Source: an optimization exercise on an open RTL-to-GDS flow (aim: small area). Production flows keep margins and buffers that such runs may drop.
The RTL was checked by simulation tests, not by an equivalence proof against the original design.

==> 03-21: inputs <==
Design systolic_core, start of the top module:
module systolic_core #(
    parameter   ARRAY_HEIGHT    =   8,
    parameter   ARRAY_WIDTH     =   8,
    parameter   DATA_WIDTH      =   8
) (
    input                                                           clk     ,
    input                                                           reset_n ,
    input                                                           first   ,
    input   [DATA_WIDTH * ARRAY_HEIGHT - 1 : 0]                     a_col   ,
    input   [DATA_WIDTH * ARRAY_WIDTH - 1 : 0]                      b_row   ,
    output  [2 * DATA_WIDTH * ARRAY_HEIGHT * ARRAY_WIDTH - 1 : 0]   c_tile  ,
    output  reg                                                     c_valid
);
==> flow/config.mk <==
export PLATFORM = sky130hd
export DESIGN_NAME = systolic_core
export DESIGN_NICKNAME = systolic_core
export VERILOG_FILES = /design/flow/design.v
export SDC_FILE = /design/flow/constraint.sdc
export NUM_CORES = 4
export LEC_CHECK = 0
export ABC_AREA = 1
export CAP_MARGIN = 20
export CELL_PAD_IN_SITES_DETAIL_PLACEMENT = 1
export CELL_PAD_IN_SITES_GLOBAL_PLACEMENT = 1
export CORE_MARGIN = 2
export CORE_UTILIZATION = 35
export CTS_BUF_LIST = sky130_fd_sc_hd__clkbuf_8
export PLACE_DENSITY = 0.45
export SLEW_MARGIN = 20
==> flow/constraint.sdc <==
create_clock -name core_clock -period 10.0 [get_ports {clk}]
set_input_delay 2.0000 -clock core_clock [delete_from_list [all_inputs] [get_ports {clk}]]
set_output_delay 2.0000 -clock core_clock [all_outputs]
set_load 0.01 [all_outputs]
standard.sh (not shown) runs the stock make flow with config.mk's settings and CLKGATE_MAP_FILE= SYNTH_SCRIPT=/design/flow/synth_recipe.tcl, a recipe that flattens the netlist after the stock synthesis.
==> flow/flow/run.sh <==
#!/bin/bash
# Layout flow: the standard flow (standard.sh, ORFS), with three changes:
#  - synthesis: Yosys's own early ABC pass is skipped (synth -noabc), so the
#    generated full-adder tree reaches extract_fa as written, and the final ABC
#    mapping uses an area-oriented script (flow/area.abc) instead of the
#    delay-oriented one;
#  - port buffers are the smallest buffer (buf_1);
#  - CTS builds the tree from clkbuf_8 and inserts no dummy loads;
#  - global routing assumes less capacity on met1/met2 (flow/fastroute.tcl).
# Every tool's output goes to a log file in this folder (and ORFS's own logs).
set -euo pipefail
here=$(pwd)

# ORFS synth.tcl with the ABC script replaced
sed 's#^source \$::env(SCRIPTS_DIR)/synth_preamble.tcl#&\nlset abc_args 1 $::env(MY_ABC_SCRIPT)#' \
    "$FLOW_HOME/scripts/synth.tcl" > "$here/my_synth.tcl"
grep -q 'MY_ABC_SCRIPT' "$here/my_synth.tcl"
# The standard flow's synthesis script, sourcing the patched synth.tcl
sed "s#source \$::env(SCRIPTS_DIR)/synth.tcl#source $here/my_synth.tcl#" \
    "$here/synth_recipe.tcl" > "$here/my_synth_recipe.tcl"
grep -q 'my_synth.tcl' "$here/my_synth_recipe.tcl"

bash "$here/standard.sh" \
    SYNTH_SCRIPT="$here/my_synth_recipe.tcl" \
    SYNTH_ARGS=-noabc \
    MY_ABC_SCRIPT="$here/flow/area.abc" \
    BUFFER_PORTS_ARGS="-buffer_cell sky130_fd_sc_hd__buf_1" \
    CTS_ARGS="-sink_clustering_enable -repair_clock_nets -dont_use_dummy_load -buf_list sky130_fd_sc_hd__clkbuf_8" \
    FASTROUTE_TCL="$here/flow/fastroute.tcl" \
    finish > "$here/flow_make.log" 2>&1
==> flow/flow/area.abc <==
strash
dch
amap -F 3 -A 8
topo
stime -c
==> flow/flow/fastroute.tcl <==
# The platform's global-routing setup, with less capacity assumed on met1 and
# met2 so that long wires go to met3/met4 and leave met1/met2 to pin access.
set_global_routing_layer_adjustment $::env(MIN_ROUTING_LAYER)-$::env(MAX_ROUTING_LAYER) 0.2
set_global_routing_layer_adjustment met1 0.55
set_global_routing_layer_adjustment met2 0.4

set_routing_layers -clock $::env(MIN_CLK_ROUTING_LAYER)-$::env(MAX_ROUTING_LAYER)
set_routing_layers -signal $::env(MIN_ROUTING_LAYER)-$::env(MAX_ROUTING_LAYER)
==> 02-27: changes against 03-21 <==
--- a/flow/flow/run.sh
+++ b/flow/flow/run.sh
@@ -1,4 +1,4 @@
 #!/bin/bash
-# Layout flow: the standard flow (standard.sh, ORFS), with three changes:
+# Layout flow: the standard flow (standard.sh, ORFS), with these changes:
 #  - synthesis: Yosys's own early ABC pass is skipped (synth -noabc), so the
 #    generated full-adder tree reaches extract_fa as written, and the final ABC
@@ -6,6 +6,10 @@
 #    delay-oriented one;
 #  - port buffers are the smallest buffer (buf_1);
-#  - CTS builds the tree from clkbuf_8 and inserts no dummy loads;
-#  - global routing assumes less capacity on met1/met2 (flow/fastroute.tcl).
+#  - CTS builds the tree from clkbuf_8 and
+#    inserts no dummy loads;
+#  - global routing assumes less capacity on met1/met2 (flow/fastroute.tcl);
+#  - the floorplan step does not size up cells for the timing of the unplaced,
+#    unbuffered netlist (REMOVE_ABC_BUFFERS=1: it only removes buffers); timing
+#    is repaired after placement and CTS as usual.
 # Every tool's output goes to a log file in this folder (and ORFS's own logs).
 set -euo pipefail
@@ -28,3 +32,5 @@
     CTS_ARGS="-sink_clustering_enable -repair_clock_nets -dont_use_dummy_load -buf_list sky130_fd_sc_hd__clkbuf_8" \
     FASTROUTE_TCL="$here/flow/fastroute.tcl" \
+    REMOVE_ABC_BUFFERS=1 \
+    NUM_CORES=8 \
     finish > "$here/flow_make.log" 2>&1
==> flow/flow/fastroute.tcl (replaced) <==
# The platform's global-routing setup, with less capacity assumed on met1 and
# met2 so that long wires go to met3/met4 and leave met1/met2 to pin access.
set_global_routing_layer_adjustment $::env(MIN_ROUTING_LAYER)-$::env(MAX_ROUTING_LAYER) 0.2
set_global_routing_layer_adjustment met1 0.7
set_global_routing_layer_adjustment met2 0.5

set_routing_layers -clock $::env(MIN_CLK_ROUTING_LAYER)-$::env(MAX_ROUTING_LAYER)
set_routing_layers -signal $::env(MIN_ROUTING_LAYER)-$::env(MAX_ROUTING_LAYER)
--- a/flow/config.mk
+++ b/flow/config.mk
@@ -7,10 +7,10 @@
 export LEC_CHECK = 0
 export ABC_AREA = 1
-export CAP_MARGIN = 20
+export CAP_MARGIN = 10
 export CELL_PAD_IN_SITES_DETAIL_PLACEMENT = 1
 export CELL_PAD_IN_SITES_GLOBAL_PLACEMENT = 1
 export CORE_MARGIN = 2
-export CORE_UTILIZATION = 35
+export CORE_UTILIZATION = 30
 export CTS_BUF_LIST = sky130_fd_sc_hd__clkbuf_8
-export PLACE_DENSITY = 0.45
-export SLEW_MARGIN = 20
+export PLACE_DENSITY = 0.4
+export SLEW_MARGIN = 10
==> notes <==
Against 02-27, the core utilization of 03-21 is higher by 5.6 points.
Of 02-27 and 03-21, 03-21 has the higher fmax (gap about 13%, measured against 03-21).
In synthesized area, 03-21 and 02-27 do not differ.
Wire length: 03-21 is smaller than 02-27 (about 8%).
Sequential share of layout area: 02-27 is lower than 03-21 (0.28 points).
In 02-27 the via count is higher than in 03-21, by 3.4%.
Of 02-27 and 03-21, 03-21 has the higher worst setup slack (gap 1.2 ns).
Between 03-21 and 02-27, the lower global-route usage is in 03-21 (gap 4.1 points).
Of 02-27 and 03-21, 02-27 has the higher non-clock buffer count (gap 250).
Clock skew: 03-21 is lower than 02-27 (0.021 ns).

==> afterwards: timing with drivers on the ports <==
Ports are ideal in the flow. The routed layouts listed here were re-timed in OpenROAD.
Step 1: set_driving_cell puts a clkbuf_16 on clk and a buf_2 on each other input, an assumption about the parent block.
Step 2, shift: input delay + t, output delay - t, t = (earliest + latest rising clock arrival at the registers) / 2. This alone moves slack from input paths to output paths.
Three values: ideal ports, drivers, drivers and shift; two values: the first two.
run | t (ns) | setup WS [ns] | cell pins on the clock port's net
03-21 | 1.333 | 1.613 / 1.613 / 1.613 | 1
02-27 | 1.375 | 0.402 / 0.402 / 0.402 | 1
After both steps every run listed still meets setup and hold.
